From an optimization exercise on the open Yosys and OpenROAD flow, aimed at small area; shortcuts taken in it are not production practice.
Function was checked by simulation only, so behaviour that the tests miss may differ from the original.
The clock port is modelled as an ideal driver; clocking choices that lean on that would not hold on a real chip.
Power is estimated from default activity; no workload was simulated.

==> design/flow/design.v <==
`default_nettype none
module vga_timing
 (
   input  wire         reset,
   input  wire         clk_dot,
   output wire [10:0]  h,
   output wire [9:0]   v,
   output wire [10:0]  hn,
   output wire [9:0]   vn,
   output wire         new_frame,    
   output wire         vid_active,
   output wire         vga_hsync,
   output wire         vga_vsync
 );
 reg  [10:0] h_r;
 reg  [9:0]  v_r;
 wire h_end = h_r[10] & ( &h_r[4:0] );                                
 wire v_end = v_r[9] & v_r[6] & v_r[5] & v_r[4] & v_r[1] & v_r[0];    
 wire h_hi  = h_r[10] & h_r[4] & h_r[3] & h_r[2] & h_r[1];            
 assign hn = h_end ? 11'd0 : h_r + 11'd1;
 assign vn = h_end ? ( v_end ? 10'd0 : v_r + 10'd1 ) : v_r;
 assign h  = h_r;
 assign v  = v_r;
 always @ ( posedge clk_dot or posedge reset ) begin
   if ( reset == 1 ) begin
     h_r <= 11'd837;
     v_r <= 10'd599;
   end else begin
     h_r <= hn;
     v_r <= vn;
   end
 end
 reg act_r;
 wire h_1053 = h_r[10] & h_r[4] & h_r[3] & h_r[2] & ~h_r[1] & h_r[0];
 wire h_797  = ( h_r == 11'd797 );
 always @ ( posedge clk_dot or posedge reset ) begin
   if ( reset == 1 )   act_r <= 1'b0;
   else if ( h_1053 )  act_r <= ( v_r <= 10'd597 ) || ( v_r >= 10'd626 );
   else if ( h_797 )   act_r <= 1'b0;
 end
 assign vid_active = act_r;
 assign new_frame  = v_end & h_1053;
 assign vga_hsync  = !h_r[10] && ( h_r[9:0] >= 10'd839 ) && ( h_r[9:0] <= 10'd966 );
 wire   p_2_218    = h_r[10] || ( h_r[9:0] >= 10'd839 );
 assign vga_vsync  = ( v_r >= 10'd600 && v_r <= 10'd602 ) ||
                     ( v_r == 10'd599 &&  p_2_218 ) ||
                     ( v_r == 10'd603 && !p_2_218 );
endmodule
`default_nettype none
module vga_core
(
  input  wire         reset,
  input  wire         color_3b,       
  input  wire         mode_bit,       
  input  wire         clk_dot,        
  input  wire  [31:0] random_num,     
  output wire  [23:0] vga_pixel_rgb,  
  output wire         vga_active,     
  output wire         vga_hsync,      
  output wire         vga_vsync       
);
  wire [10:0] h, hn;
  wire [9:0]  v, vn;
  wire        new_frame;
  vga_timing u0_vga_timing
  (
    .reset      ( reset      ),
    .clk_dot    ( clk_dot    ),
    .h          ( h          ),
    .v          ( v          ),
    .hn         ( hn         ),
    .vn         ( vn         ),
    .new_frame  ( new_frame  ),
    .vid_active ( vga_active ),
    .vga_hsync  ( vga_hsync  ),
    .vga_vsync  ( vga_vsync  )
  );
  reg          init;         
  reg          mode_p1;      
  reg          c3_p1;        
  reg          demo;         
  reg          first;        
  reg  [8:0]   line_d;       
  reg  [22:0]  line_rgb;
  reg  [23:0]  bx;           
  reg  [23:0]  by;           
  reg          x_neg, y_neg;      
  reg  [9:0]   x_frac, y_frac;    
  reg  [2:0]   lock;         
  reg  [22:0]  ball_rgb;
  reg          line_v, ball_v, dir_v;   
  reg          pix_hit;      
  reg  [22:0]  pix_rgb;
  always @ ( posedge clk_dot or posedge reset ) begin
    if ( reset == 1 ) init <= 1'b1;
    else              init <= 1'b0;
  end
  wire start = init | ~mode_bit;    
  wire rise  = mode_bit & ( ~mode_p1 | init );
  wire line_wrap = ( line_d == 9'd300 );
  wire line_load = ~mode_bit | ( new_frame & line_wrap );
  always @ ( posedge clk_dot ) begin
    if ( start ) begin
      line_d <= 9'd0;
    end else if ( new_frame == 1 ) begin
      line_d <= line_wrap ? 9'd0 : line_d + 9'd1;
    end
    line_v <= line_load | ( line_v & ~init );
    if ( line_load ) line_rgb <= random_num[22:0];
  end
  wire [15:0] bxi = bx[23:8];
  wire [15:0] byi = by[23:8];
  wire x_out = ( bxi < 16'd24 ) || ( bxi > 16'd760 );
  wire y_out = ( byi < 16'd24 ) || ( byi > 16'd542 );
  wire unlocked = ( lock == 3'd0 );
  wire sr0      = lock[0] & ~lock[1];
  wire x_bounce = unlocked && x_out;
  wire y_bounce = unlocked && y_out;
  reg        busy, x_flip, y_flip, x_c, y_c;
  wire [4:0] bit_i = h[4:0];
  wire       shift = busy & ~h[10];              
  wire       last  = shift & ( bit_i == 5'd23 );
  wire       lo10  = ( bit_i < 5'd10 );
  wire       x_g   = lo10 ? ( dir_v & x_frac[0] ) : ( bit_i == 5'd10 );
  wire       y_g   = lo10 ? ( dir_v & y_frac[0] ) : ( bit_i == 5'd10 );
  wire       x_d   = x_neg ^ x_g;
  wire       y_d   = y_neg ^ y_g;
  wire       x_s   = bx[0] ^ x_d ^ x_c;
  wire       y_s   = by[0] ^ y_d ^ y_c;
  always @ ( posedge clk_dot ) begin
    if ( start ) begin
      bx     <= 24'h008800;    
      by     <= 24'h002400;    
      x_neg  <= 1'b0;
      y_neg  <= 1'b0;
      busy   <= 1'b0;
    end else begin
      if ( new_frame ) busy <= 1'b1;
      if ( shift ) begin
        bx <= { x_s, bx[23:1] };
        by <= { y_s, by[23:1] };
      end
      if ( last ) begin
        busy  <= 1'b0;
        x_neg <= x_neg ^ x_flip;
        y_neg <= y_neg ^ y_flip;
      end
    end
    x_c <= shift & ~last & ( ( bx[0] & x_d ) | ( bx[0] & x_c ) | ( x_d & x_c ) );
    y_c <= shift & ~last & ( ( by[0] & y_d ) | ( by[0] & y_c ) | ( y_d & y_c ) );
    if ( new_frame ) begin
      x_flip <= x_bounce;
      y_flip <= y_bounce;
    end
    if ( init ) begin
      lock <= 3'd0;
    end else if ( mode_bit & new_frame ) begin
      lock <= { lock[1:0], x_bounce | y_bounce | sr0 };
    end
  end
  wire ball_load = ~mode_bit | ( new_frame & sr0 );
  always @ ( posedge clk_dot ) begin
    ball_v <= ball_load | ( ball_v & ~init );
    dir_v  <= ~mode_bit | ( dir_v & ~init );
    if ( ball_load ) ball_rgb <= random_num[22:0];
    if ( mode_bit == 0 ) begin
      x_frac <= random_num[11:2];
      y_frac <= random_num[23:14];
    end else if ( shift & lo10 ) begin
      x_frac <= { x_frac[0], x_frac[9:1] };
      y_frac <= { y_frac[0], y_frac[9:1] };
    end
  end
  function inc_eq;   
    input [6:0] a, c;
    reg   [7:0] t;
    integer i;
    begin
      t[0] = 1'b1;
      for ( i = 0; i < 7; i = i + 1 ) t[i+1] = t[i] & c[i];
      inc_eq = ( a == ( c ^ t[6:0] ) ) && !t[7];
    end
  endfunction
  function win;
    input [6:0] a, c;
    input [3:0] b, e;
    begin
      win = ( ( a == c ) && ( b > e ) ) || ( inc_eq( a, c ) && ( b < e ) );
    end
  endfunction
  wire ball_hit = ( bxi[15:11] == 5'd0 ) && win( hn[10:4], bxi[10:4], hn[3:0], bxi[3:0] ) &&
                  ( byi[15:10] == 6'd0 ) && win( { 1'b0, vn[9:4] }, { 1'b0, byi[9:4] }, vn[3:0], byi[3:0] );
  wire [10:0] ld = { 2'd0, line_d };
  function sum_is;
    input [10:0] a, b, k;
    input        cin;
    reg   [11:0] c;
    reg   [10:0] co;
    begin
      c  = { 1'b0, a ^ b ^ k };
      co = ( k & a & b ) | ( ~k & ( a | b ) );
      sum_is = ( c[0] == cin ) && ( c[11:1] == co );
    end
  endfunction
  wire line_hit = ( hn == ld ) || sum_is( hn, ld, 11'd800, 1'b0 ) ||
                  ( { 1'b0, vn } == ld ) || sum_is( { 1'b0, vn }, ld, 11'd600, first );
  always @ ( posedge clk_dot or posedge reset ) begin
    if ( reset == 1 ) begin
      demo <= 1'b0;
    end else begin
      if ( rise ) demo <= ~demo;
    end
  end
  always @ ( posedge clk_dot ) begin
    mode_p1 <= mode_bit;
    c3_p1   <= color_3b;
    first   <= init | ( first & ~new_frame );
    if ( init )         pix_hit <= 1'b0;
    else if ( mode_p1 ) pix_hit <= demo ? line_hit : ball_hit;
    if ( mode_p1 ) pix_rgb <= demo ? ( line_v ? line_rgb : 23'd0 ) : ( ball_v ? ball_rgb : 23'd0 );
  end
  wire [2:0] bar = h[9:7];
  wire r_en = bar[0] ^ bar[1];
  wire g_en = bar[2] | ( bar[1] & bar[0] );
  wire b_en = ~bar[0];
  wire [7:0] ramp = { h[6:0], 1'b0 };
  wire [23:0] tp  = { r_en ? ramp : 8'd0, g_en ? ramp : 8'd0, b_en ? ramp : 8'd0 };
  wire [23:0] dp  = pix_hit ? { 1'b1, pix_rgb } : 24'd0;
  wire [23:0] raw = mode_p1 ? dp : tp;
  assign vga_pixel_rgb = c3_p1 ? { {8{raw[23]}}, {8{raw[15]}}, {8{raw[7]}} } : raw;
endmodule
==> design/flow/flow/run.sh <==
#!/bin/bash
# Own flow: the standard layout (standard.sh, unchanged synthesis), with
# the smallest buffer on the ports and a clock tree of small buffers without
# dummy loads.  Each tool's output is in orfs/logs; make's own output is in
# flow_make.log here.
set -euo pipefail
CTS="-sink_clustering_enable -repair_clock_nets -sink_clustering_size 30 -sink_clustering_max_diameter 100 -buf_list {sky130_fd_sc_hd__clkbuf_4 sky130_fd_sc_hd__clkbuf_8} -dont_use_dummy_load"
bash standard.sh "BUFFER_PORTS_ARGS=-buffer_cell sky130_fd_sc_hd__buf_1" "CTS_ARGS=$CTS"  finish > flow_make.log 2>&1
==> design/flow/standard.sh <==
#!/bin/bash
# synth_recipe.tcl (not shown) runs the flow's synth.tcl, then flattens the netlist and writes it again
# the make line also repeats each setting of config.mk as NAME=value (left out here)
make -C /OpenROAD-flow-scripts/flow DESIGN_CONFIG=/design/flow/config.mk WORK_HOME=/design/flow/orfs CLKGATE_MAP_FILE= SYNTH_SCRIPT=/design/flow/synth_recipe.tcl "${@:-finish}"
==> design/flow/config.mk <==
export PLATFORM = sky130hd
export DESIGN_NAME = vga_core
export DESIGN_NICKNAME = vga_core
export VERILOG_FILES = /design/flow/design.v
export SDC_FILE = /design/flow/constraint.sdc
export NUM_CORES = 4
export LEC_CHECK = 0
export CAP_MARGIN = 20
export CORE_MARGIN = 2
export CORE_UTILIZATION = 65
export SLEW_MARGIN = 20
==> design/flow/constraint.sdc <==
create_clock -name core_clock -period 10.0 [get_ports {clk_dot}]
set_input_delay 2.0000 -clock core_clock [delete_from_list [all_inputs] [get_ports {clk_dot}]]
set_output_delay 2.0000 -clock core_clock [all_outputs]
set_load 0.01 [all_outputs]
==> summary.md, run 1 <==
| Metric | Value |
|---|---|
| Slew Limit Fails | `0` |
| Vias after detailed routing | `6,879` |
| PD cells | `140 mW/mm2` |
| Max frequency | `207 MHz` |
| CP endpoint kind | `primary output` |
| Row count | `43` |
| CTS Buf Count | `17` |
| Post-Syn Nets | `985` |
| Critical-path maximum fanout | `5` |
| Power Total | `0.00139 W` |
| Count of endpoints failing setup in the final report | `0` |
| Number of synthesized flops with an enable pin | `91` |
| Grt total ovfl | `0` |
| Critical path arrival | `2840 ps` |
| First-pass iteration count of the detailed router | `5` |
| Synth Instances | `900` |
| All-Layer GR Usage | `0.279` |
| Synth top area share | `0.292` |
| Fin crit share | `0.484` |
| Syn-to-layout area delta | `5.83%` |
| Mean routed wirelength per cell | `18.4 um` |
| Number of synthesized register bits | `187` |
| CTS Sinks | `187` |
| # diodes | `0` |
| Maximum root-to-sink buffer count | `2` |
| WP data required | `8000 ps` |
| Routed WL | `20.5 mm` |
| TNS Setup | `0 ps` |
| Dpl hpwl | `14.8 mm` |
| Peak supply drop | `0.000188 V` |
| Crit path kind | `register to primary output` |
| Dpl ws | `5660 ps` |
| Reg clk slew, reported paths | `90 ps` |
| First-pass GRT wire length | `32.4 mm` |
| Static leakage | `3.61 nW` |
| Final Hold Viols | `0` |
| Slew headroom | `0.303` |
| Biggest area consumer among synthesized cells | `edfxtp_1` |
| Critical Path Start Type | `register` |
| Cell variety after synth | `79` |
| Post-CTS resize count | `0` |
| Nets | `1,021` |
| Min Tclk post-route | `4840 ps` |
| RSZ-0062 raised after global routing | `no` |
| Synth Cell Area | `0.00935 mm2` |
| CTS tree | `yes` |
| Number of global-route vias before repair | `6,472` |
| Setup ws final | `5160 ps` |
| Initial antenna violation count | `0` |
| Top post-synthesis cells by area | `edfxtp_1, dfxtp_1, ha_1, nand2_1, a21oi_1` |
| Number of hold buffers added after cts | `0` |
| Clock latency (worst-skew pair) | `470 ps` |
| Antenna violation net count after detailed routing | `0` |
| Die area | `0.0154 mm2` |
| DIE HEIGHT | `124 um` |
| Initial Util | `0.669` |
| RePlAce Congestion | `0.899` |
| Port Buffers | `54` |
| Vias/cell | `6.18` |
| Share of cells above drive strength 1 | `0.0942` |
| DRC | `0` |
| Ports | `63` |
| H-tree levels | `4` |
| CTS root buffer | `clkbuf_8` |
| Max_cap viols | `0` |
| Worst slew pin tran | `1040 ps` |
| Hold Crit Class | `register to register` |
| Yosys warning count | `2` |
| Sequential share of the synthesized area | `0.512` |
| Async S/R FF share, synth | `0.128` |
| Status | `finished clean` |
| Initial DRC count | `597` |
| Clock Skew | `39.9 ps` |
| Post-synth top flop | `edfxtp_1` |
| Syn avg cell area | `10.4 um2` |
| Die width | `124 um` |
| Core Area | `0.0140 mm2` |
| Setup bufs post-CTS | `0` |
| Largest net degree at the start of global routing | `52` |
==> cell families after synthesis <==
group,synth area share
buffers and inverters,0.0420
other,0.000401
adders and majority gates,0.0671
AOI/OAI and AO/OA,0.132
muxes,0.0298
and+or+nand+nor,0.168
xor gates and xnor gates,0.0487
DFF,0.512
==> synth_stat cells (8+ instances only) <==
library cell and instances:
a22o_1 23, dfxtp_1 72, nand2_1 133, clkbuf_1 28, o21ai_0 21, inv_1 50, xnor2_1 36, nor2_1 47
nand4_1 13, nor3_1 14, nor4_1 13, a221o_1 18, xor2_1 16, nor2b_1 12, nand3_1 18, dfrtp_1 12
dfstp_2 12, o211ai_1 8, edfxtp_1 91, and2_1 9, a21oi_1 66, ha_1 47, mux2_2 20
==> layout by cell type (no fill, tap or decap), types with 7 or more instances in the layout <==
master / synthesis / final
nand2_1: 133 / 132
edfxtp_1: 91 / 91
dfxtp_1: 72 / 72
a21oi_1: 66 / 66
buf_1: 5 / 54
inv_1: 50 / 50
ha_1: 47 / 47
nor2_1: 47 / 46
xnor2_1: 36 / 36
a22o_1: 23 / 23
o21ai_0: 21 / 21
mux2_2: 20 / 20
nand3_1: 18 / 18
a221o_1: 18 / 18
clkbuf_8: 0 / 17
xor2_1: 16 / 16
nor3_1: 14 / 14
nor4_1: 13 / 13
nand4_1: 13 / 13
dfrtp_1: 12 / 12
dfstp_2: 12 / 12
nor2b_1: 12 / 11
and2_1: 9 / 9
o211ai_1: 8 / 8
nand2b_1: 7 / 7
buf_4: 2 / 7
==> power by group <==
part / switching [W] / internal, W / total, W
Combinational: 0.0000792 / 0.0000538 / 0.000133
Sequential: 0.0000231 / 0.000857 / 0.000880
Clock: 0.000223 / 0.000150 / 0.000374
Total: 0.000326 / 0.00106 / 0.00139
==> worst max-delay path: stages, from the launching register on <==
cell      delay [ps]
dfstp_2          590
ha_1             270
nand2_2          140
nand2_1           80
a21oi_1           70
nor2b_1          230
nor2_1            90
or3b_2           480
a211oi_1         250
buf_1            180
==> worst paths after layout <==
| kind | startpoint | cells past startpoint | endpoint | slack, ps |
|---|---|---|---|---|
| worst min register to register | by[1] | 2 | by[0] | 460 |
| worst min-delay path | by[1] | 2 | by[0] | 460 |
| min in group asynchronous | reset | 2 | u0_vga_timing.h_r[3] | 1710 |
| max in group asynchronous | reset | 2 | u0_vga_timing.h_r[5] | 7690 |
| worst max register to register | u0_vga_timing.h_r[0] | 13 | pix_hit | 6040 |
| worst max-delay path | u0_vga_timing.h_r[0] | 9 | vga_vsync | 5160 |
==> stage by stage <==
stage	hold slack, ps	area (um2)	cells	utilization
after floorplan	432	9350	900	-
after global placement	437	9640	1096	0.689
after detailed placement	445	9640	1096	0.689
after CTS	457	9870	1113	0.706
after global routing	475	9900	1114	0.708
final	455	9900	1114	0.708
==> registers in the layout (all words and copies together), names as in the netlist, 3 cells and up <==
signal	cells
line_d	9
x_frac	10
ball_rgb	23
line_rgb	23
lock	3
u0_vga_timing.h_r	11
pix_rgb	23
bx	24
u0_vga_timing.v_r	10
y_frac	10
by	24
==> metal layers <==
metal  GRT usage  part of all wire
met5           0                 0
met4       0.100             0.020
met3      0.0591             0.071
met2       0.421              0.46
met1       0.401              0.45
==> final cells by class <==
class,count,area [um2]
flip-flops and latches,187,4790
multi-input cells,617,4180
fillers,1049,4090
repair buffers,62,275
clock buffers,17,234
well taps,180,225
inverters,51,191
==> run 2, diff against run 1 <==
==> design/flow/flow/run.sh (replaced) <==
#!/bin/bash
# Own flow: the standard layout (standard.sh, unchanged synthesis), with
# the smallest buffer on the ports and a clock tree of small buffers without
# dummy loads.  Each tool's output is in orfs/logs; make's own output is in
# flow_make.log here.
set -euo pipefail
CTS="-sink_clustering_enable -repair_clock_nets -sink_clustering_size 50 -sink_clustering_max_diameter 300 -buf_list {sky130_fd_sc_hd__clkbuf_16} -dont_use_dummy_load"
bash standard.sh "BUFFER_PORTS_ARGS=-buffer_cell sky130_fd_sc_hd__buf_1" "CTS_ARGS=$CTS"  finish > flow_make.log 2>&1
--- a/design/flow/config.mk
+++ b/design/flow/config.mk
@@ -7,5 +7,5 @@
 export LEC_CHECK = 0
 export CAP_MARGIN = 20
 export CORE_MARGIN = 2
-export CORE_UTILIZATION = 65
+export CORE_UTILIZATION = 40
 export SLEW_MARGIN = 20
==> run 2 against run 1 <==
  * Clock power up 46%
  * Combinational power about the same
  * Cell area up 3.4%
  * Die area up 60%
  * Highest routed layer unchanged
  * Non-clock buffer count down 3
  * Largest cell class unchanged
  * Global-route usage down 10 points
  * Via count down 3.5%
  * Still clean on timing, DRC and antenna
  * Largest power group unchanged
  * Critical path type unchanged
  * Final cell count up 12%
==> summary.md, run 2 <==
| Metric | Value |
|---|---|
| R2R Setup Slk | `5950 ps (was 6040 ps)` |
| Reg-to-Reg Start | `u0_vga_timing.h_r[0] (unchanged)` |
| Fill count | `2,179 (was 1,049)` |
| Fin crit share | `0.484 (about the same)` |
| Sequential share of the synthesized area | `0.512 (unchanged)` |
| TNS Setup | `0 ps (unchanged)` |
| FF/Latch Area | `0.00479 mm2 (unchanged)` |
| CTS Buf Count | `17 (unchanged)` |
| Row count | `55 (was 43)` |
| Commonest non-fill, non-tap cell in the layout | `nand2_1 (unchanged)` |
| Peak supply drop | `0.0000879 V (was 0.000188 V)` |
| Reg clk slew, reported paths | `60 ps (was 90 ps)` |
| Cell with the most instances after synthesis | `nand2_1 (unchanged)` |
| Number of hold buffers added after cts | `0 (unchanged)` |
| Area of the multi-input gates | `0.00419 mm2 (was 0.00418 mm2)` |
| Worst slew pin tran | `963 ps (was 1040 ps)` |
| Initial DRC count | `527 (was 597)` |
| Reg2Reg Depth | `14 (was 13)` |
| Cell variety after synth | `79 (unchanged)` |
| Synth Instances | `900 (unchanged)` |
| Vias after detailed routing | `6,638 (was 6,879)` |
| Internal Pwr Total | `0.00121 W (was 0.00106 W)` |
| Cell area after layout | `0.0102 mm2 (was 0.00990 mm2)` |
| Number of synthesized register bits | `187 (unchanged)` |
| Critical-path maximum fanout | `5 (unchanged)` |
| Grt total ovfl | `0 (unchanged)` |
| Async S/R FF share, synth | `0.128 (unchanged)` |
| Setup bufs post-CTS | `0 (unchanged)` |
| Slew headroom | `0.358 (was 0.303)` |
| Post-Syn Nets | `985 (unchanged)` |
| Maximum root-to-sink buffer count | `2 (unchanged)` |
| Number of synthesized flops with an enable pin | `91 (unchanged)` |
| CTS tree | `yes (unchanged)` |
| Final Hold Viols | `0 (unchanged)` |
| Port Buffers | `54 (unchanged)` |
| Antenna violation net count after detailed routing | `0 (unchanged)` |
| Placed cells | `1,226 (was 1,096)` |
| Number of global-route vias before repair | `6,287 (was 6,472)` |
| Initial antenna violation count | `0 (unchanged)` |
| # diodes | `0 (unchanged)` |
| Core Area | `0.0228 mm2 (was 0.0140 mm2)` |
| Layout Cells excl Fill | `1,244 (was 1,114)` |
| Commonest cells in the netlist | `nand2_1, edfxtp_1, dfxtp_1, a21oi_1, inv_1 (unchanged)` |
| Nets | `1,018 (was 1,021)` |
| Part of the power in registers | `0.564 (was 0.635)` |
| Largest net degree at the start of global routing | `52 (unchanged)` |
| Placed Area | `0.00979 mm2 (was 0.00964 mm2)` |
| Initial Util | `0.411 (was 0.669)` |
| H-tree levels | `4 (unchanged)` |
| Biggest area consumer among synthesized cells | `edfxtp_1 (unchanged)` |
| Clock Power Share | `0.350 (was 0.269)` |
| CTS Sinks | `187 (unchanged)` |
| Final core area utilization | `0.449 (was 0.708)` |
| DRC | `0 (unchanged)` |
| Syn avg cell area | `10.4 um2 (unchanged)` |
| Synth Cell Area | `0.00935 mm2 (unchanged)` |
| Clock Skew | `38.0 ps (was 39.9 ps)` |
| RePlAce Congestion | `0.812 (was 0.899)` |
| CP endpoint kind | `primary output (unchanged)` |
| Post-CTS resize count | `0 (unchanged)` |
| Syn-to-layout area delta | `9.43% (was 5.83%)` |
| First-pass iteration count of the detailed router | `5 (unchanged)` |
| Mean routed wirelength per cell | `16.9 um (was 18.4 um)` |
| Commonest non-fill, non-tap cells in the layout | `nand2_1, edfxtp_1, dfxtp_1, a21oi_1, buf_1 (unchanged)` |
| Largest regs | `bx (24), by (24) (unchanged)` |
| Static leakage | `3.68 nW (was 3.61 nW)` |
| Critical Path Start Type | `register (unchanged)` |
| Hold Crit Class | `register to register (unchanged)` |
| Sw frac | `0.228 (was 0.235)` |
| Share of cells above drive strength 1 | `0.0945 (was 0.0942)` |
| Hold path depth | `2 (unchanged)` |
| Status | `finished clean (unchanged)` |
| Count of endpoints failing setup in the final report | `0 (unchanged)` |
| Psw | `0.000357 W (was 0.000326 W)` |
| Combinational share of power | `0.087 (was 0.096)` |
| Crit path kind | `register to primary output (unchanged)` |
| CP startpoint | `u0_vga_timing.h_r[0] (unchanged)` |
| Max frequency | `207 MHz (about the same)` |
| Post-synth top flop | `edfxtp_1 (unchanged)` |
| Min Tclk post-route | `4840 ps (about the same)` |
| RSZ-0062 raised after global routing | `no (unchanged)` |
| Synth top area share | `0.292 (unchanged)` |
| WP data required | `8000 ps (about the same)` |
| All-Layer GR Usage | `0.177 (was 0.279)` |
| Die area | `0.0246 mm2 (was 0.0154 mm2)` |
| Die width | `157 um (was 124 um)` |
| Crit path capture | `vga_vsync (unchanged)` |
| Ports | `63 (unchanged)` |
| RR Endpoint | `pix_hit (unchanged)` |
| Vias/cell | `5.34 (was 6.18)` |
| Top post-synthesis cells by area | `edfxtp_1, dfxtp_1, ha_1, nand2_1, a21oi_1 (unchanged)` |
| Slew Limit Fails | `0 (unchanged)` |
| Critical path arrival | `2840 ps (about the same)` |
| Yosys warning count | `2 (unchanged)` |
| First-pass GRT wire length | `33.7 mm (was 32.4 mm)` |
| DIE HEIGHT | `157 um (was 124 um)` |
| Max_cap viols | `0 (unchanged)` |
| Clock latency (worst-skew pair) | `450 ps (was 470 ps)` |
| Dpl hpwl | `14.8 mm (about the same)` |
| CTS root buffer | `clkbuf_16 (was clkbuf_8)` |
| Routed WL | `21.0 mm (was 20.5 mm)` |
| PD cells | `153 mW/mm2 (was 140 mW/mm2)` |
run 2: worst min path at each step:
stage / start / to / slack [ps]
3_5_place_dp: lock[2] / lock[2] / 450
5_1_grt: by[4] / by[3] / 470
6_report: bx[1] / bx[0] / 450
2_1_floorplan: lock[2] / lock[2] / 430
4_1_cts: lock[2] / lock[2] / 450
3_3_place_gp: by[1] / by[0] / 440
run 2: cell families (layout without fill, tap and decap cells):
family,after synthesis,count (layout),share of synthesized area
adder cells (fa/ha/maj),49,49,0.0671
XOR/XNOR,52,52,0.0487
other,1,1,0.000401
flip-flops,187,187,0.512
buffers and inverters,96,127,0.0420
multiplexers,25,25,0.0298
AO/OA/AOI/OAI,179,179,0.132
AND/OR/NAND/NOR,311,311,0.168
run 2: power groups by stage:
| stage | logic (W) | clock network, W | registers, W |
|---|---|---|---|
| finish | 0.000136 | 0.000547 | 0.000882 |
| CTS | 0.000136 | 0.000563 | 0.000883 |
| global placement | 0.000134 | 0 | 0.000898 |
| global route | 0.000149 | 0.000588 | 0.000885 |
| floorplan | 0.0000905 | 0 | 0.000885 |
| detailed placement | 0.000136 | 0 | 0.000899 |
run 2: layer usage:
metal  global-route usage  routed length (um)
met4               0.0481                 338
met2                0.285                9720
met5                    0                   0
met1                0.246               10100
met3               0.0325                 855
run 2: cell type report:
class                   count  share of cell area
inverters                  51              0.0187
multi-input cells         617               0.409
clock buffers              17              0.0416
repair buffers             59              0.0243
well taps                 313              0.0383
flip-flops and latches    187               0.468
run 2: per-stage QoR:
| step | hold WS, ps | power [W] | setup slack (ps) |
|---|---|---|---|
| floorplan | 432 | 0.000975 | 5870 |
| global placement | 441 | 0.00103 | 5550 |
| detailed placement | 446 | 0.00103 | 5550 |
| CTS | 454 | 0.00158 | 5090 |
| global route | 468 | 0.00162 | 4970 |
| finish | 448 | 0.00157 | 5160 |
run 2: worst max-delay path, stage by stage, from the launching register on:
cell	delay, ps
dfstp_2	580
ha_1	270
nand2_2	150
nand2_1	90
a21oi_1	60
nor2b_1	250
nor2_1	100
or3b_2	490
a211oi_1	240
buf_1	190
==> run 3, diff against run 2 <==
==> design/flow/flow/run.sh (replaced) <==
#!/bin/bash
# Own flow: the standard layout (standard.sh, unchanged synthesis), with
# the smallest buffer on the ports and a clock tree of small buffers without
# dummy loads.  Each tool's output is in orfs/logs; make's own output is in
# flow_make.log here.
set -euo pipefail
CTS="-sink_clustering_enable -repair_clock_nets -sink_clustering_size 30 -sink_clustering_max_diameter 100 -buf_list {sky130_fd_sc_hd__clkbuf_8} -dont_use_dummy_load"
bash standard.sh "BUFFER_PORTS_ARGS=-buffer_cell sky130_fd_sc_hd__buf_1" "CTS_ARGS=$CTS"  finish > flow_make.log 2>&1
--- a/design/flow/config.mk
+++ b/design/flow/config.mk
@@ -7,5 +7,5 @@
 export LEC_CHECK = 0
 export CAP_MARGIN = 20
 export CORE_MARGIN = 2
-export CORE_UTILIZATION = 40
+export CORE_UTILIZATION = 80
 export SLEW_MARGIN = 20
==> run 3 against run 2 <==
  * Via count rose by 8.1%
  * Still clean on timing, DRC and antenna
  * Wire length rose by 6.4%
  * Core utilization rose by 41 points
  * Die area fell by 49%
  * Non-clock buffer count rose by 1
  * Global-route usage rose by 19 points
  * Worst setup slack improved by 81 ps
  * Sequential power barely moved
  * First-iteration DRC count rose by 100%
==> summary.md, run 3 <==
| Metric | Value |
|---|---|
| Status | `finished clean (unchanged)` |
| Cell area after layout | `0.00982 mm2 (was 0.0102 mm2)` |
| PD cells | `142 mW/mm2 (was 153 mW/mm2)` |
| CTS root buffer | `clkbuf_8 (was clkbuf_16)` |
| Vias/cell | `6.67 (was 5.34)` |
| Clock Power Share | `0.267 (was 0.350)` |
| Clock Skew | `44.5 ps (was 38.0 ps)` |
| WP data required | `8000 ps (about the same)` |
| Synth Cell Area | `0.00935 mm2 (unchanged)` |
| All-Layer GR Usage | `0.365 (was 0.177)` |
| Reg clk slew, reported paths | `100 ps (was 60 ps)` |
| Syn avg cell area | `10.4 um2 (unchanged)` |
| Worst slew pin tran | `1100 ps (was 963 ps)` |
| Initial DRC count | `1,058 (was 527)` |
| First-pass iteration count of the detailed router | `5 (unchanged)` |
| Number of global-route vias before repair | `6,914 (was 6,287)` |
| Largest regs | `bx (24), by (24) (unchanged)` |
| Crit path kind | `register to primary output (unchanged)` |
| TNS Setup | `0 ps (unchanged)` |
| Biggest area consumer among synthesized cells | `edfxtp_1 (unchanged)` |
| Clock latency (worst-skew pair) | `470 ps (was 450 ps)` |
| Synth Area in Simple Gates | `0.168 (unchanged)` |
| Critical path arrival | `2760 ps (was 2840 ps)` |
| Grt total ovfl | `0 (unchanged)` |
| Hold Crit Class | `register to register (unchanged)` |
| Die area | `0.0126 mm2 (was 0.0246 mm2)` |
| Internal Pwr Total | `0.00106 W (was 0.00121 W)` |
| Largest family of logic cells by synthesized area | `simple AND/OR/NAND/NOR gates (unchanged)` |
| Synth top area share | `0.292 (unchanged)` |
| CP delay by family, top | `simple AND/OR/NAND/NOR gates (unchanged)` |
| Commonest cells in the netlist | `nand2_1, edfxtp_1, dfxtp_1, a21oi_1, inv_1 (unchanged)` |
| Combinational share of power | `0.104 (was 0.087)` |
| Top post-synthesis cells by area | `edfxtp_1, dfxtp_1, ha_1, nand2_1, a21oi_1 (unchanged)` |
| Core Area | `0.0114 mm2 (was 0.0228 mm2)` |
| Min Tclk post-route | `4760 ps (was 4840 ps)` |
| Slew Limit Fails | `0 (unchanged)` |
| Row count | `39 (was 55)` |
| Mean routed wirelength per cell | `20.8 um (was 16.9 um)` |
| Post-Syn Nets | `985 (unchanged)` |
| Layout Cells excl Fill | `1,075 (was 1,244)` |
| RePlAce Congestion | `0.901 (was 0.812)` |
| Post-synth top flop | `edfxtp_1 (unchanged)` |
| Synth Area in Adders | `0.0671 (unchanged)` |
| Fill count | `605 (was 2,179)` |
| Die width | `112 um (was 157 um)` |
| Number of hold buffers added after cts | `0 (unchanged)` |
| Synth Area in XOR/XNOR | `0.0487 (unchanged)` |
| Max frequency | `210 MHz (was 207 MHz)` |
| Number of synthesized flops with an enable pin | `91 (unchanged)` |
| Initial antenna violation count | `0 (unchanged)` |
| Vias after detailed routing | `7,175 (was 6,638)` |
| Critical Path Start Type | `register (unchanged)` |
| Final Hold Viols | `0 (unchanged)` |
| CP Depth | `9 (unchanged)` |
| Worst stage delay on the critical path | `590 ps (was 580 ps)` |
| Compound-cell area share of the yosys netlist | `0.132 (unchanged)` |
| Number of synthesized register bits | `187 (unchanged)` |
| RSZ-0062 raised after global routing | `no (unchanged)` |
| Routed WL | `22.4 mm (was 21.0 mm)` |
| Dpl hpwl | `15.9 mm (was 14.8 mm)` |
| Mux cell area share after synthesis | `0.0298 (unchanged)` |
| Synth Instances | `900 (unchanged)` |
| Sequential share of the synthesized area | `0.512 (unchanged)` |
| DRC | `0 (unchanged)` |
| Critical-path maximum fanout | `5 (unchanged)` |
| CTS Sinks | `187 (unchanged)` |
| First-pass GRT wire length | `35.6 mm (was 33.7 mm)` |
| Initial Util | `0.819 (was 0.411)` |
| Async S/R FF share, synth | `0.128 (unchanged)` |
| Fin crit share | `0.476 (was 0.484)` |
| Placed Area | `0.00959 mm2 (was 0.00979 mm2)` |
| Part of the power in registers | `0.629 (was 0.564)` |
| Post-CTS resize count | `0 (unchanged)` |
| Cell with the most instances after synthesis | `nand2_1 (unchanged)` |
| Reg2Reg Depth | `13 (was 14)` |
| Sw frac | `0.241 (was 0.228)` |
| R2R Setup Slk | `5790 ps (was 5950 ps)` |
| Port Buffers | `54 (unchanged)` |
| Yosys warning count | `2 (unchanged)` |
| Commonest non-fill, non-tap cells in the layout | `nand2_1, edfxtp_1, dfxtp_1, a21oi_1, buf_1 (unchanged)` |
| CP endpoint kind | `primary output (unchanged)` |
| CTS tree | `yes (unchanged)` |
| Max_cap viols | `0 (unchanged)` |
| Area of the multi-input gates | `0.00418 mm2 (was 0.00419 mm2)` |
| CTS Buf Count | `17 (unchanged)` |
| # diodes | `0 (unchanged)` |
| Share of cells above drive strength 1 | `0.0901 (was 0.0945)` |
| Psw | `0.000337 W (was 0.000357 W)` |
| Slew headroom | `0.266 (was 0.358)` |
| Setup bufs post-CTS | `0 (unchanged)` |
| Ports | `63 (unchanged)` |
| Commonest non-fill, non-tap cell in the layout | `nand2_1 (unchanged)` |
| Syn-to-layout area delta | `4.99% (was 9.43%)` |
| Hold path depth | `2 (unchanged)` |
| Worst path slowest cell | `dfstp_2 (unchanged)` |
| Nets | `1,019 (was 1,018)` |
| Static leakage | `3.60 nW (was 3.68 nW)` |
| Maximum root-to-sink buffer count | `2 (unchanged)` |
| DIE HEIGHT | `112 um (was 157 um)` |
| FF/Latch Area | `0.00479 mm2 (unchanged)` |
| Placed cells | `1,058 (was 1,226)` |
| H-tree levels | `4 (unchanged)` |
| Largest net degree at the start of global routing | `52 (unchanged)` |
| Cell variety after synth | `79 (unchanged)` |
| Antenna violation net count after detailed routing | `0 (unchanged)` |
| Count of endpoints failing setup in the final report | `0 (unchanged)` |
| Peak supply drop | `0.000204 V (was 0.0000879 V)` |
| Worst path cell trace | `ha_1, nand2_2, nand2_1, a21oi_1, nor2b_1, nor2_1, or3b_2, a211oi_1, buf_1 (unchanged)` |
| CP Buf/Inv Count | `1 (unchanged)` |
==> run 3: cell counts after synthesis <==
Identical to the previous run, type by type.
==> run 3: cells by family after synthesis <==
| kind of cell | count (synthesis) |
|---|---|
| compound gates | 179 |
| xor+xnor | 52 |
| fa+ha+maj | 49 |
| buf+inv | 96 |
| flops | 187 |
| mux | 25 |
| other cells | 1 |
| simple gates | 311 |
==> run 3: worst min-delay path: cells and delay by family (launching register included) <==
family / cells / cell delay [ps]
compound gates: 1 / 50
flops: 1 / 320
simple gates: 1 / 60
==> run 3: cell type report <==
class	instances	area share
Sequential cell	187	0.488
Multi-Input combinational cell	617	0.426
Timing Repair Buffer	60	0.0252
Clock buffer	17	0.0238
Inverter	51	0.0195
Tap cell	143	0.0182
==> run 3: per-layer routing <==
layer | up-vias | part of all wire | global-route usage
li1 | 3270 | - | -
met5 | - | 0 | 0
met4 | 0 | 0.033 | 0.136
met1 | 3425 | 0.41 | 0.495
met3 | 73 | 0.082 | 0.0734
met2 | 407 | 0.48 | 0.591
==> run 3: final timing paths <==
path                                             end                  from
worst max-delay path                       vga_vsync  u0_vga_timing.h_r[0]
worst min-delay path                          by[20]                by[21]
worst max register to register               pix_hit  u0_vga_timing.h_r[0]
worst min register to register                by[20]                by[21]
max in group asynchronous       u0_vga_timing.v_r[7]                 reset
min in group asynchronous       u0_vga_timing.h_r[4]                 reset
==> run 3: power groups by stage <==
| stage | combinational, W | sequential, W | clock (W) |
|---|---|---|---|
| after floorplan | 0.0000905 | 0.000885 | 0 |
| after CTS | 0.000142 | 0.000878 | 0.000376 |
| after global placement | 0.000135 | 0.000891 | 0 |
| after global routing | 0.000154 | 0.000882 | 0.000400 |
| final | 0.000145 | 0.000880 | 0.000374 |
| after detailed placement | 0.000141 | 0.000895 | 0 |
==> run 3: through the flow <==
| stage | hold WS, ps | setup slack, ps | power (W) | utilization |
|---|---|---|---|---|
| after floorplan | 432 | 5870 | 0.000975 | - |
| after global placement | 437 | 5790 | 0.00103 | 0.840 |
| after detailed placement | 448 | 5710 | 0.00104 | 0.840 |
| after CTS | 449 | 5230 | 0.00140 | 0.860 |
| after global routing | 477 | 5080 | 0.00144 | 0.860 |
| final | 450 | 5240 | 0.00140 | 0.860 |
==> run 4, diff against run 3 <==
--- a/design/flow/flow/run.sh
+++ b/design/flow/flow/run.sh
@@ -5,4 +5,4 @@
 # flow_make.log here.
 set -euo pipefail
 CTS="-sink_clustering_enable -repair_clock_nets -sink_clustering_size 30 -sink_clustering_max_diameter 100 -buf_list {sky130_fd_sc_hd__clkbuf_8} -dont_use_dummy_load"
-bash standard.sh "BUFFER_PORTS_ARGS=-buffer_cell sky130_fd_sc_hd__buf_1" "CTS_ARGS=$CTS"  finish > flow_make.log 2>&1
+bash standard.sh "BUFFER_PORTS_ARGS=-buffer_cell sky130_fd_sc_hd__buf_1" "CTS_ARGS=$CTS" RECOVER_POWER=100 finish > flow_make.log 2>&1
==> run 4 against run 3 <==
  * Non-clock buffer count unchanged
  * Now fails the layout checks on max-capacitance violations, max-slew violations
  * Clock skew down 1.1 ps
  * Die area unchanged
  * Final cell count is the same
  * Core utilization decreased by 0.58 points
==> summary.md, run 4 <==
| Metric | Value |
|---|---|
| Number of synthesized flops with an enable pin | `91 (unchanged)` |
| Status | `finished with violations (was finished clean)` |
| CTS root buffer | `clkbuf_8 (unchanged)` |
| Mean routed wirelength per cell | `20.7 um (was 20.8 um)` |
| Clock latency (worst-skew pair) | `470 ps (about the same)` |
| Row count | `39 (unchanged)` |
| Synth Cell Area | `0.00935 mm2 (unchanged)` |
| Slew headroom | `-0.332 (was 0.266)` |
| Syn avg cell area | `10.4 um2 (unchanged)` |
| Post-synth top flop | `edfxtp_1 (unchanged)` |
| Critical path arrival | `3460 ps (was 2760 ps)` |
| CTS Sinks | `187 (unchanged)` |
| DIE HEIGHT | `112 um (unchanged)` |
| DRC | `0 (unchanged)` |
| Critical Path Start Type | `register (unchanged)` |
| RSZ-0062 raised after global routing | `no (unchanged)` |
| Vias after detailed routing | `7,183 (was 7,175)` |
| Static leakage | `3.55 nW (was 3.60 nW)` |
| Clock Skew | `43.4 ps (was 44.5 ps)` |
| Reg clk slew, reported paths | `100 ps (about the same)` |
| Commonest non-fill, non-tap cells in the layout | `nand2_1, edfxtp_1, dfxtp_1, a21oi_1, buf_1 (unchanged)` |
| CTS Buf Count | `17 (unchanged)` |
| Final Hold Viols | `0 (unchanged)` |
| Syn-to-layout area delta | `4.28% (was 4.99%)` |
| Async S/R FF share, synth | `0.128 (unchanged)` |
| Die area | `0.0126 mm2 (unchanged)` |
| Layout Check Fails | `max-capacitance violations, max-slew violations` |
| Initial antenna violation count | `0 (unchanged)` |
| Nets | `1,019 (unchanged)` |
| Peak supply drop | `0.000203 V (was 0.000204 V)` |
| Routed WL | `22.3 mm (was 22.4 mm)` |
| Largest regs | `bx (24), by (24) (unchanged)` |
| Core Area | `0.0114 mm2 (unchanged)` |
| Largest net degree at the start of global routing | `52 (unchanged)` |
| Top post-synthesis cells by area | `edfxtp_1, dfxtp_1, ha_1, nand2_1, a21oi_1 (unchanged)` |
| Max frequency | `183 MHz (was 210 MHz)` |
| Area of the multi-input gates | `0.00413 mm2 (was 0.00418 mm2)` |
| Sequential share of the synthesized area | `0.512 (unchanged)` |
| Min Tclk post-route | `5460 ps (was 4760 ps)` |
| Fin crit share | `0.546 (was 0.476)` |
| Port Buffers | `54 (unchanged)` |
| Synth top area share | `0.292 (unchanged)` |
| Synth Instances | `900 (unchanged)` |
| Ports | `63 (unchanged)` |
| Post-Syn Nets | `985 (unchanged)` |
| Worst slew pin tran | `2000 ps (was 1100 ps)` |
| Antenna violation net count after detailed routing | `0 (unchanged)` |
| CTS tree | `yes (unchanged)` |
| Yosys warning count | `2 (unchanged)` |
| Share of cells above drive strength 1 | `0.0687 (was 0.0901)` |
| Reg2Reg Depth | `13 (unchanged)` |
| Commonest cells in the netlist | `nand2_1, edfxtp_1, dfxtp_1, a21oi_1, inv_1 (unchanged)` |
| Hold path depth | `2 (unchanged)` |
| FF/Latch Area | `0.00479 mm2 (unchanged)` |
| Initial DRC count | `966 (was 1,058)` |
| # diodes | `0 (unchanged)` |
| Max_cap viols | `3 (was 0)` |
| Vias/cell | `6.68 (was 6.67)` |
| Hold Crit Class | `register to register (unchanged)` |
| Cell variety after synth | `79 (unchanged)` |
| Number of synthesized register bits | `187 (unchanged)` |
| Setup bufs post-CTS | `0 (unchanged)` |
| Number of global-route vias before repair | `6,914 (unchanged)` |
| Maximum root-to-sink buffer count | `2 (unchanged)` |
| Number of hold buffers added after cts | `0 (unchanged)` |
| All-Layer GR Usage | `0.365 (unchanged)` |
| TNS Setup | `0 ps (unchanged)` |
| Initial Util | `0.819 (unchanged)` |
| CP endpoint kind | `primary output (unchanged)` |
| Fill count | `621 (was 605)` |
| Grt total ovfl | `0 (unchanged)` |
| Slew Limit Fails | `116 (was 0)` |
| Post-CTS resize count | `0 (unchanged)` |
| Commonest non-fill, non-tap cell in the layout | `nand2_1 (unchanged)` |
| Crit path kind | `register to primary output (unchanged)` |
| Power Total | `0.00140 W (about the same)` |
| Count of endpoints failing setup in the final report | `0 (unchanged)` |
| Biggest area consumer among synthesized cells | `edfxtp_1 (unchanged)` |
| Critical-path maximum fanout | `33 (was 5)` |
| H-tree levels | `4 (unchanged)` |
| Cell with the most instances after synthesis | `nand2_1 (unchanged)` |
| Dpl hpwl | `15.9 mm (unchanged)` |
| WP data required | `8000 ps (about the same)` |
| Die width | `112 um (unchanged)` |
| First-pass iteration count of the detailed router | `6 (was 5)` |
| First-pass GRT wire length | `35.6 mm (unchanged)` |
| RePlAce Congestion | `0.901 (unchanged)` |
| PD cells | `143 mW/mm2 (was 142 mW/mm2)` |
## run 4: cells by family after synthesis
| group | count (synthesis) | share of synthesized area |
|---|---|---|
| buf+inv | 96 | 0.0420 |
| mux | 25 | 0.0298 |
| flops | 187 | 0.512 |
| fa+ha+maj | 49 | 0.0671 |
| compound gates | 179 | 0.132 |
| simple gates | 311 | 0.168 |
| other cells | 1 | 0.000401 |
| xor+xnor | 52 | 0.0487 |
## run 4: cell type report
type | count | share of cell area
clock buffers | 17 | 0.0240
inverters | 51 | 0.0196
multi-input cells | 617 | 0.423
flip-flops and latches | 187 | 0.491
well taps | 143 | 0.0183
repair buffers | 60 | 0.0239
## run 4: power breakdown
part	internal, W	switching [W]
clock	0.000150	0.000224
combinational	0.0000530	0.0000907
sequential	0.000857	0.0000225
## run 4: through the flow
step / instances / area (um2) / hold WS, ps / utilization / setup WS, ps
final: 1075 / 9750 / 451 / 0.854 / 4540
after CTS: 1075 / 9820 / 449 / 0.860 / 5230
after floorplan: 900 / 9350 / 432 / - / 5870
after global placement: 1058 / 9590 / 437 / 0.840 / 5790
after detailed placement: 1058 / 9590 / 448 / 0.840 / 5710
after global routing: 1075 / 9750 / 477 / 0.854 / 4270
## run 4: worst max-delay path, cell delays in order (launching register included)
cell and delay [ps]:
dfxtp_1 350, clkbuf_1 1210, inv_1 270, nand2_1 200, o21ai_0 120, and2_0 330
a221o_1 370, buf_1 140
## run 4: metal layers
layer  routed length (um)  part of all wire  track usage  vias to the layer above
met2                10800              0.48        0.591                      411
met5                    0                 0            0                        -
met1                 9010              0.40        0.495                     3439
li1                     -                 -            -                     3268
met4                  714             0.032        0.136                        0
met3                 1780             0.080       0.0734                       65
## run 4: worst paths after layout
path                                           start                   end  slack, ps
worst max register to register  u0_vga_timing.h_r[0]               pix_hit       5620
max in group asynchronous                      reset  u0_vga_timing.v_r[7]       7690
worst min register to register                by[21]                by[20]        450
worst min-delay path                          by[21]                by[20]        450
min in group asynchronous                      reset  u0_vga_timing.h_r[4]       1700
worst max-delay path                         mode_p1     vga_pixel_rgb[17]       4540
==> run 5, diff against run 4 <==
==> design/flow/flow/run.sh (replaced) <==
#!/bin/bash
# Own flow: the standard layout (standard.sh, unchanged synthesis), with
# the smallest buffer on the ports and a clock tree of small buffers without
# dummy loads.  Each tool's output is in orfs/logs; make's own output is in
# flow_make.log here.
set -euo pipefail
CTS="-sink_clustering_enable -repair_clock_nets -sink_clustering_size 20 -sink_clustering_max_diameter 60 -buf_list {sky130_fd_sc_hd__clkbuf_8 sky130_fd_sc_hd__clkbuf_16} -dont_use_dummy_load"
bash standard.sh "BUFFER_PORTS_ARGS=-buffer_cell sky130_fd_sc_hd__buf_1" "CTS_ARGS=$CTS"  finish > flow_make.log 2>&1
--- a/design/flow/config.mk
+++ b/design/flow/config.mk
@@ -7,5 +7,5 @@
 export LEC_CHECK = 0
 export CAP_MARGIN = 20
 export CORE_MARGIN = 2
-export CORE_UTILIZATION = 80
+export CORE_UTILIZATION = 40
 export SLEW_MARGIN = 20
==> run 5 against run 4 <==
  * The run now finishes clean
  * Global-route usage is 19 points lower
  * Wire length is 5.5% lower
  * Non-clock buffer count is 1 lower
  * Die area is 96% higher
  * Flip-flop and latch count stayed put
  * Largest power group unchanged
  * Register-to-register slack better by 330 ps
  * Via count is 7.6% lower
==> summary.md, run 5 <==
| Metric | Value |
|---|---|
| CP Buf/Inv Count | `1 (was 3)` |
| Biggest area consumer among synthesized cells | `edfxtp_1 (unchanged)` |
| Uppermost layer routed | `met4 (unchanged)` |
| Share of cells above drive strength 1 | `0.0945 (was 0.0687)` |
| Die area | `0.0246 mm2 (was 0.0126 mm2)` |
| Row count | `55 (was 39)` |
| Power Total | `0.00157 W (was 0.00140 W)` |
| Slew Limit Fails | `0 (was 116)` |
| R2R Setup Slk | `5950 ps (was 5620 ps)` |
| Yosys warning count | `2 (unchanged)` |
| DRT met1 WL | `10.1 mm (was 9.01 mm)` |
| Clock Skew | `38.0 ps (was 43.4 ps)` |
| Worst path slowest cell | `dfstp_2 (was clkbuf_1)` |
| # diodes | `0 (unchanged)` |
| CP delay by family, top | `simple AND/OR/NAND/NOR gates (was buffers and inverters)` |
| RSZ-0062 raised after global routing | `no (unchanged)` |
| All-Layer GR Usage | `0.177 (was 0.365)` |
| Grt total ovfl | `0 (unchanged)` |
| Synth Instances | `900 (unchanged)` |
| Number of synthesized register bits | `187 (unchanged)` |
| Top post-synthesis cells by area | `edfxtp_1, dfxtp_1, ha_1, nand2_1, a21oi_1 (unchanged)` |
| Max_cap viols | `0 (was 3)` |
| Hold Crit Class | `register to register (unchanged)` |
| Reg clk slew, reported paths | `60 ps (was 100 ps)` |
| RePlAce Congestion | `0.812 (was 0.901)` |
| DIE HEIGHT | `157 um (was 112 um)` |
| Vias/cell | `5.34 (was 6.68)` |
| Critical Path Start Type | `register (unchanged)` |
| Cell variety after synth | `79 (unchanged)` |
| Number of global-route vias before repair | `6,287 (was 6,914)` |
| Sequential share of the synthesized area | `0.512 (unchanged)` |
| CTS tree | `yes (unchanged)` |
| TNS Setup | `0 ps (unchanged)` |
| Commonest non-fill, non-tap cell in the layout | `nand2_1 (unchanged)` |
| Dpl hpwl | `14.8 mm (was 15.9 mm)` |
| Fill count | `2,179 (was 621)` |
| Core Area | `0.0228 mm2 (was 0.0114 mm2)` |
| Worst stage delay on the critical path | `580 ps (was 1210 ps)` |
| Min Tclk post-route | `4840 ps (was 5460 ps)` |
| Post-synth top flop | `edfxtp_1 (unchanged)` |
| Met3 wire len | `855 um (was 1.78 mm)` |
| Post-CTS resize count | `0 (unchanged)` |
| Mean routed wirelength per cell | `16.9 um (was 20.7 um)` |
| Final Hold Viols | `0 (unchanged)` |
| Routed WL | `21.0 mm (was 22.3 mm)` |
| Clock latency (worst-skew pair) | `450 ps (was 470 ps)` |
| Cell area after layout | `0.0102 mm2 (was 0.00975 mm2)` |
| Syn avg cell area | `10.4 um2 (unchanged)` |
| Initial antenna violation count | `0 (unchanged)` |
| Port Buffers | `54 (unchanged)` |
| Maximum root-to-sink buffer count | `2 (unchanged)` |
| Peak supply drop | `0.0000879 V (was 0.000203 V)` |
| Static leakage | `3.68 nW (was 3.55 nW)` |
| WP data required | `8000 ps (about the same)` |
| Synth top area share | `0.292 (unchanged)` |
| Slew headroom | `0.358 (was -0.332)` |
| Synth Cell Area | `0.00935 mm2 (unchanged)` |
| Number of synthesized flops with an enable pin | `91 (unchanged)` |
| CTS Sinks | `187 (unchanged)` |
| CTS Buf Count | `17 (unchanged)` |
| DRC | `0 (unchanged)` |
| Number of hold buffers added after cts | `0 (unchanged)` |
| Largest regs | `bx (24), by (24) (unchanged)` |
| Critical path arrival | `2840 ps (was 3460 ps)` |
| Met2 WL | `9.72 mm (was 10.8 mm)` |
| Worst slew pin tran | `963 ps (was 2000 ps)` |
| Ports | `63 (unchanged)` |
| PD cells | `153 mW/mm2 (was 143 mW/mm2)` |
| Count of endpoints failing setup in the final report | `0 (unchanged)` |
| Largest net degree at the start of global routing | `52 (unchanged)` |
| Fin crit share | `0.484 (was 0.546)` |
| Status | `finished clean (was finished with violations)` |
| Die width | `157 um (was 112 um)` |
| Antenna violation net count after detailed routing | `0 (unchanged)` |
| Critical-path maximum fanout | `5 (was 33)` |
| Post-Syn Nets | `985 (unchanged)` |
| H-tree levels | `4 (unchanged)` |
| Commonest cells in the netlist | `nand2_1, edfxtp_1, dfxtp_1, a21oi_1, inv_1 (unchanged)` |
| Syn-to-layout area delta | `9.43% (was 4.28%)` |
| Max frequency | `207 MHz (was 183 MHz)` |
| First-pass iteration count of the detailed router | `5 (was 6)` |
| CP endpoint kind | `primary output (unchanged)` |
| Nets | `1,018 (was 1,019)` |
| Setup bufs post-CTS | `0 (unchanged)` |
| Initial Util | `0.411 (was 0.819)` |
| Placed Area | `0.00979 mm2 (was 0.00959 mm2)` |
| Worst path cell trace | `ha_1, nand2_2, nand2_1, a21oi_1, nor2b_1, nor2_1, or3b_2, a211oi_1, buf_1 (was clkbuf_1, inv_1, nand2_1, o21ai_0, and2_0, a221o_1, buf_1)` |
| Setup ws final | `5160 ps (was 4540 ps)` |
| Async S/R FF share, synth | `0.128 (unchanged)` |
| Dpl ws | `5550 ps (was 5710 ps)` |
| Commonest non-fill, non-tap cells in the layout | `nand2_1, edfxtp_1, dfxtp_1, a21oi_1, buf_1 (unchanged)` |
| Initial DRC count | `527 (was 966)` |
| First-pass GRT wire length | `33.7 mm (was 35.6 mm)` |
| Vias after detailed routing | `6,638 (was 7,183)` |
| Cell with the most instances after synthesis | `nand2_1 (unchanged)` |
| CTS root buffer | `clkbuf_16 (was clkbuf_8)` |
| Crit path kind | `register to primary output (unchanged)` |
[run 5: cell counts after synthesis]
Identical to the previous run, type by type.
[run 5: logic make-up (layout without fill, tap and decap cells)]
group / after synthesis / count (layout) / share of synthesized area
multiplexers: 25 / 25 / 0.0298
other: 1 / 1 / 0.000401
adder cells (fa/ha/maj): 49 / 49 / 0.0671
AND/OR/NAND/NOR: 311 / 311 / 0.168
XOR/XNOR: 52 / 52 / 0.0487
buffers and inverters: 96 / 127 / 0.0420
AO/OA/AOI/OAI: 179 / 179 / 0.132
flip-flops: 187 / 187 / 0.512
[run 5: cell type report]
cell class	count	area, um2	share of cell area
sequential	187	4790	0.468
clock buffer	17	425	0.0416
timing repair buffer	59	249	0.0243
multi-input combinational	617	4190	0.409
tap	313	392	0.0383
inverter	51	191	0.0187
[run 5: path summary, 6_finish.rpt]
kind / start / endpoint / cells after the start
max in group asynchronous: reset / u0_vga_timing.h_r[1] / 2
min in group asynchronous: reset / u0_vga_timing.act_r / 2
worst max register to register: u0_vga_timing.h_r[0] / pix_hit / 14
worst min-delay path: bx[1] / bx[0] / 2
worst max-delay path: u0_vga_timing.h_r[0] / vga_vsync / 9
worst min register to register: bx[1] / bx[0] / 2
[run 5: metal layers]
metal  global-route usage  up-vias
met5                    0        -
met4               0.0481        0
met3               0.0325       24
met2                0.285      129
met1                0.246     3207
li1                     -     3278
[run 5: power by group]
part	switching, W	internal, W
combinational	0.0000817	0.0000540
clock	0.000251	0.000296
sequential	0.0000241	0.000858
[run 5: metrics by stage]
stage | instances | utilization | hold slack, ps
2_1_floorplan | 900 | - | 432
3_3_place_gp | 1226 | 0.430 | 441
3_5_place_dp | 1226 | 0.430 | 446
4_1_cts | 1243 | 0.449 | 454
5_1_grt | 1244 | 0.449 | 468
6_report | 1244 | 0.449 | 448
[run 5: worst reg2reg max path, cell delays in order (launching register included)]
cell	delay, ps
dfstp_2	580
ha_1	270
and3_1	190
ha_1	320
and2_1	600
or2_2	250
inv_1	80
ha_1	330
a21oi_1	130
o21ai_0	150
nor3_1	200
nand4_1	100
or4_4	440
o221ai_1	200
a31o_1	170
==> run 6, diff against run 5 <==
--- a/design/flow/design.v
+++ b/design/flow/design.v
@@ -4,7 +4,6 @@
    input  wire         reset,
    input  wire         clk_dot,
    output wire [10:0]  h,
-   output wire [9:0]   v,
    output wire [10:0]  hn,
    output wire [9:0]   vn,
    output wire         new_frame,    
@@ -16,11 +15,9 @@
  reg  [9:0]  v_r;
  wire h_end = h_r[10] & ( &h_r[4:0] );                                
  wire v_end = v_r[9] & v_r[6] & v_r[5] & v_r[4] & v_r[1] & v_r[0];    
- wire h_hi  = h_r[10] & h_r[4] & h_r[3] & h_r[2] & h_r[1];            
  assign hn = h_end ? 11'd0 : h_r + 11'd1;
  assign vn = h_end ? ( v_end ? 10'd0 : v_r + 10'd1 ) : v_r;
  assign h  = h_r;
- assign v  = v_r;
  always @ ( posedge clk_dot or posedge reset ) begin
    if ( reset == 1 ) begin
      h_r <= 11'd837;
@@ -60,14 +57,13 @@
   output wire         vga_vsync       
 );
   wire [10:0] h, hn;
-  wire [9:0]  v, vn;
+  wire [9:0]  vn;
   wire        new_frame;
   vga_timing u0_vga_timing
   (
     .reset      ( reset      ),
     .clk_dot    ( clk_dot    ),
     .h          ( h          ),
-    .v          ( v          ),
     .hn         ( hn         ),
     .vn         ( vn         ),
     .new_frame  ( new_frame  ),
==> design/flow/flow/run.sh (replaced) <==
#!/bin/bash
# Own flow: the standard layout (standard.sh, unchanged synthesis), with
# the smallest buffer on the ports and a clock tree of small buffers without
# dummy loads.  Each tool's output is in orfs/logs; make's own output is in
# flow_make.log here.
set -euo pipefail
CTS="-sink_clustering_enable -repair_clock_nets -sink_clustering_size 30 -sink_clustering_max_diameter 100 -buf_list {sky130_fd_sc_hd__clkbuf_8} -dont_use_dummy_load"
bash standard.sh "BUFFER_PORTS_ARGS=-buffer_cell sky130_fd_sc_hd__buf_1" "CTS_ARGS=$CTS" "POST_CTS_TCL=$PWD/flow/post_cts.tcl" finish > flow_make.log 2>&1
==> design/flow/flow/post_cts.tcl (new file) <==
# After CTS: downsize cells off the critical paths (power recovery, which
# here means smaller cells), then repair slew and capacitance again and
# legalise.
estimate_parasitics -placement
repair_timing -recover_power 100 -match_cell_footprint
repair_design -match_cell_footprint
detailed_placement
check_placement -verbose
--- a/design/flow/config.mk
+++ b/design/flow/config.mk
@@ -7,5 +7,5 @@
 export LEC_CHECK = 0
 export CAP_MARGIN = 20
 export CORE_MARGIN = 2
-export CORE_UTILIZATION = 40
+export CORE_UTILIZATION = 80
 export SLEW_MARGIN = 20
==> run 6 against run 5 <==
  * Critical path type unchanged
  * Fmax grew 0.23%
  * Largest power group unchanged
  * Largest cell class unchanged
  * Cell area shrank 4.7%
  * Clock skew shrank 4.7 ps
  * Final cell count shrank 13%
==> summary.md, run 6 <==
| Metric | Value |
|---|---|
| Status | `finished clean (unchanged)` |
| RePlAce Congestion | `0.913 (was 0.812)` |
| Core Area | `0.0114 mm2 (was 0.0228 mm2)` |
| Reg2Reg Depth | `13 (was 14)` |
| Vias/cell | `6.70 (was 5.34)` |
| # diodes | `0 (unchanged)` |
| WP data required | `8000 ps (about the same)` |
| Largest net degree at the start of global routing | `52 (unchanged)` |
| Top post-synthesis cells by area | `edfxtp_1, dfxtp_1, ha_1, nand2_1, a21oi_1 (unchanged)` |
| Hold path depth | `2 (unchanged)` |
| Synth top area share | `0.292 (about the same)` |
| First-pass GRT wire length | `35.7 mm (was 33.7 mm)` |
| Biggest area consumer among synthesized cells | `edfxtp_1 (unchanged)` |
| Commonest cells in the netlist | `nand2_1, edfxtp_1, dfxtp_1, a21oi_1 (was nand2_1, edfxtp_1, dfxtp_1, a21oi_1, inv_1)` |
| Mean routed wirelength per cell | `20.7 um (was 16.9 um)` |
| Max frequency | `207 MHz (about the same)` |
| Final core area utilization | `0.855 (was 0.449)` |
| Ports | `63 (unchanged)` |
| Initial Util | `0.819 (was 0.411)` |
| Syn-to-layout area delta | `4.42% (was 9.43%)` |
| Synth Instances | `907 (was 900)` |
| Sequential share of the synthesized area | `0.512 (about the same)` |
| Combinational share of power | `0.098 (was 0.087)` |
| CTS Sinks | `187 (unchanged)` |
| Cell with the most instances after synthesis | `nand2_1 (unchanged)` |
| Internal Pwr Total | `0.00106 W (was 0.00121 W)` |
| Clock Power Share | `0.269 (was 0.350)` |
| Yosys warning count | `2 (unchanged)` |
| All-Layer GR Usage | `0.361 (was 0.177)` |
| Commonest non-fill, non-tap cells in the layout | `nand2_1, edfxtp_1, dfxtp_1, a21oi_1, buf_1 (unchanged)` |
| Clock Skew | `33.4 ps (was 38.0 ps)` |
| Critical Path Start Type | `register (unchanged)` |
| Port Buffers | `54 (unchanged)` |
| Row count | `39 (was 55)` |
| Initial DRC count | `915 (was 527)` |
| Critical-path maximum fanout | `12 (was 5)` |
| Final Hold Viols | `0 (unchanged)` |
| First-pass iteration count of the detailed router | `5 (unchanged)` |
| Share of cells above drive strength 1 | `0.0717 (was 0.0945)` |
| Worst slew pin tran | `1120 ps (was 963 ps)` |
| Number of synthesized register bits | `187 (unchanged)` |
| Max_cap viols | `0 (unchanged)` |
| Commonest non-fill, non-tap cell in the layout | `nand2_1 (unchanged)` |
| Vias after detailed routing | `7,225 (was 6,638)` |
| Static leakage | `3.59 nW (was 3.68 nW)` |
| Hold Slack | `455 ps (was 448 ps)` |
| Slew Limit Fails | `0 (unchanged)` |
| Synth Cell Area | `0.00935 mm2 (about the same)` |
| Reg clk slew, reported paths | `80 ps (was 60 ps)` |
| Slew headroom | `0.253 (was 0.358)` |
| Initial antenna violation count | `1 (was 0)` |
| Die area | `0.0126 mm2 (was 0.0246 mm2)` |
| Fill count | `603 (was 2,179)` |
| Sw frac | `0.241 (was 0.228)` |
| CP endpoint kind | `primary output (unchanged)` |
| Syn avg cell area | `10.3 um2 (was 10.4 um2)` |
| Routed WL | `22.4 mm (was 21.0 mm)` |
| Clock latency (worst-skew pair) | `470 ps (was 450 ps)` |
| TNS Setup | `0 ps (unchanged)` |
| Dpl hpwl | `15.3 mm (was 14.8 mm)` |
| Antenna violation net count after detailed routing | `0 (unchanged)` |
| Grt total ovfl | `0 (unchanged)` |
| Largest regs | `bx (24), by (24) (unchanged)` |
| Post-Syn Nets | `992 (was 985)` |
| Crit path kind | `register to primary output (unchanged)` |
| Cell area after layout | `0.00976 mm2 (was 0.0102 mm2)` |
| Async S/R FF share, synth | `0.128 (unchanged)` |
| DRC | `0 (unchanged)` |
| Number of synthesized flops with an enable pin | `91 (unchanged)` |
| Nets | `1,022 (was 1,018)` |
| Part of the power in registers | `0.634 (was 0.564)` |
| Placed Area | `0.00954 mm2 (was 0.00979 mm2)` |
| Number of global-route vias before repair | `7,072 (was 6,287)` |
| Hold Crit Class | `register to register (unchanged)` |
| PD cells | `143 mW/mm2 (was 153 mW/mm2)` |
| DIE HEIGHT | `112 um (was 157 um)` |
| Fin crit share | `0.483 (was 0.484)` |
| Psw | `0.000336 W (was 0.000357 W)` |
| Critical path arrival | `2830 ps (was 2840 ps)` |
| Die width | `112 um (was 157 um)` |
| Peak supply drop | `0.000161 V (was 0.0000879 V)` |
| Cell variety after synth | `76 (was 79)` |
| Count of endpoints failing setup in the final report | `0 (unchanged)` |
| Placed cells | `1,060 (was 1,226)` |
| Layout Cells excl Fill | `1,078 (was 1,244)` |
| CTS tree | `yes (unchanged)` |
| RSZ-0062 raised after global routing | `no (unchanged)` |
| Post-synth top flop | `edfxtp_1 (unchanged)` |
| Min Tclk post-route | `4830 ps (was 4840 ps)` |
[run 6: cell types whose count changed after synthesis, sizes merged, moves of 3 or more]
cell and delta:
a21oi +3, a221o -3, clkbuf +5, inv -4
nand2 +9, nand3 -4, nor2 -3, nor2b -5
nor3 +4, nor4 -3, o211ai +4, o221ai -3
xor2 +8
[run 6: worst max-delay path: stages, from the launching register on]
cell	delay, ps
dfrtp_1	550
ha_1	320
nand2_1	190
a21oi_1	90
o211a_1	230
nor2_1	140
a21oi_1	90
o32ai_1	240
nor4bb_1	320
buf_1	190
[run 6: metrics by stage]
stage          total power [W]  setup WS, ps
3_3_place_gp           0.00102          5820
2_1_floorplan         0.000982          5990
3_5_place_dp           0.00103          5710
6_report               0.00140          5170
5_1_grt                0.00143          5000
[run 6: logic make-up (layout without fill, tap and decap cells)]
| kind of cell | count (synthesis) | count (layout) | synth area share |
|---|---|---|---|
| AO/OA/AOI/OAI | 175 | 175 | 0.127 |
| multiplexers | 25 | 25 | 0.0312 |
| adder cells (fa/ha/maj) | 49 | 49 | 0.0672 |
| flip-flops | 187 | 187 | 0.512 |
| AND/OR/NAND/NOR | 315 | 315 | 0.163 |
| other | 1 | 1 | 0.000401 |
| XOR/XNOR | 59 | 59 | 0.0553 |
| buffers and inverters | 96 | 124 | 0.0436 |
[run 6: routing by layer]
metal	vias to the layer above	part of all wire	global-route usage
met5	-	0	0
met4	0	0.029	0.127
li1	3271	-	-
met2	434	0.48	0.593
met3	68	0.093	0.0610
met1	3452	0.40	0.495
[run 6: path summary, 6_finish.rpt]
kind,startpoint,end,slack [ps]
min in group asynchronous,reset,u0_vga_timing.v_r[3],1720
worst min-delay path,lock[2],lock[2],460
worst min register to register,lock[2],lock[2],460
max in group asynchronous,reset,u0_vga_timing.h_r[4],7690
worst max-delay path,u0_vga_timing.h_r[1],vga_vsync,5170
worst max register to register,u0_vga_timing.h_r[1],pix_hit,5750
[run 6: power groups by stage]
stage	Combinational [W]	Sequential, W	Clock (W)
after floorplan	0.0000985	0.000883	0
after global placement	0.000126	0.000896	0
after detailed placement	0.000132	0.000900	0
after global routing	0.000146	0.000887	0.000399
final	0.000136	0.000885	0.000376
[run 6: layout make-up]
type | count | area [um2] | share of cell area
flip-flops and latches | 187 | 4790 | 0.491
multi-input cells | 624 | 4120 | 0.422
inverters | 47 | 176 | 0.0181
repair buffers | 60 | 260 | 0.0267
well taps | 143 | 179 | 0.0183
clock buffers | 17 | 234 | 0.0240

-- re-timing with driven ports --
No port has a modelled driver above. Below, the same layouts with a new extraction and two added sets of constraints. Step 1: set_driving_cell puts a clkbuf_16 on clk_dot and a buf_2 on each other input, an assumption about the parent block. Step 2, shift: input delay + t, output delay - t, t = (earliest + latest rising clock arrival at the registers) / 2. This alone moves slack from input paths to output paths. Three values: ideal, step 1, step 2; two values: the first two.
run	t, ns	setup WS [ns]	slew at the worst register clock pin (ns)
run 1	0.495	5.163 / 5.122 / 5.617	0.11 / 0.11
run 2	0.474	5.159 / 5.112 / 5.586	0.09 / 0.09
run 3	0.491	5.240 / 5.200 / 5.690	0.10 / 0.10
run 4	0.491	4.544 / 4.504 / 4.823	0.10 / 0.10
run 5	0.474	5.159 / 5.112 / 5.586	0.09 / 0.09
run 6	0.485	5.170 / 5.136 / 5.620	0.09 / 0.09
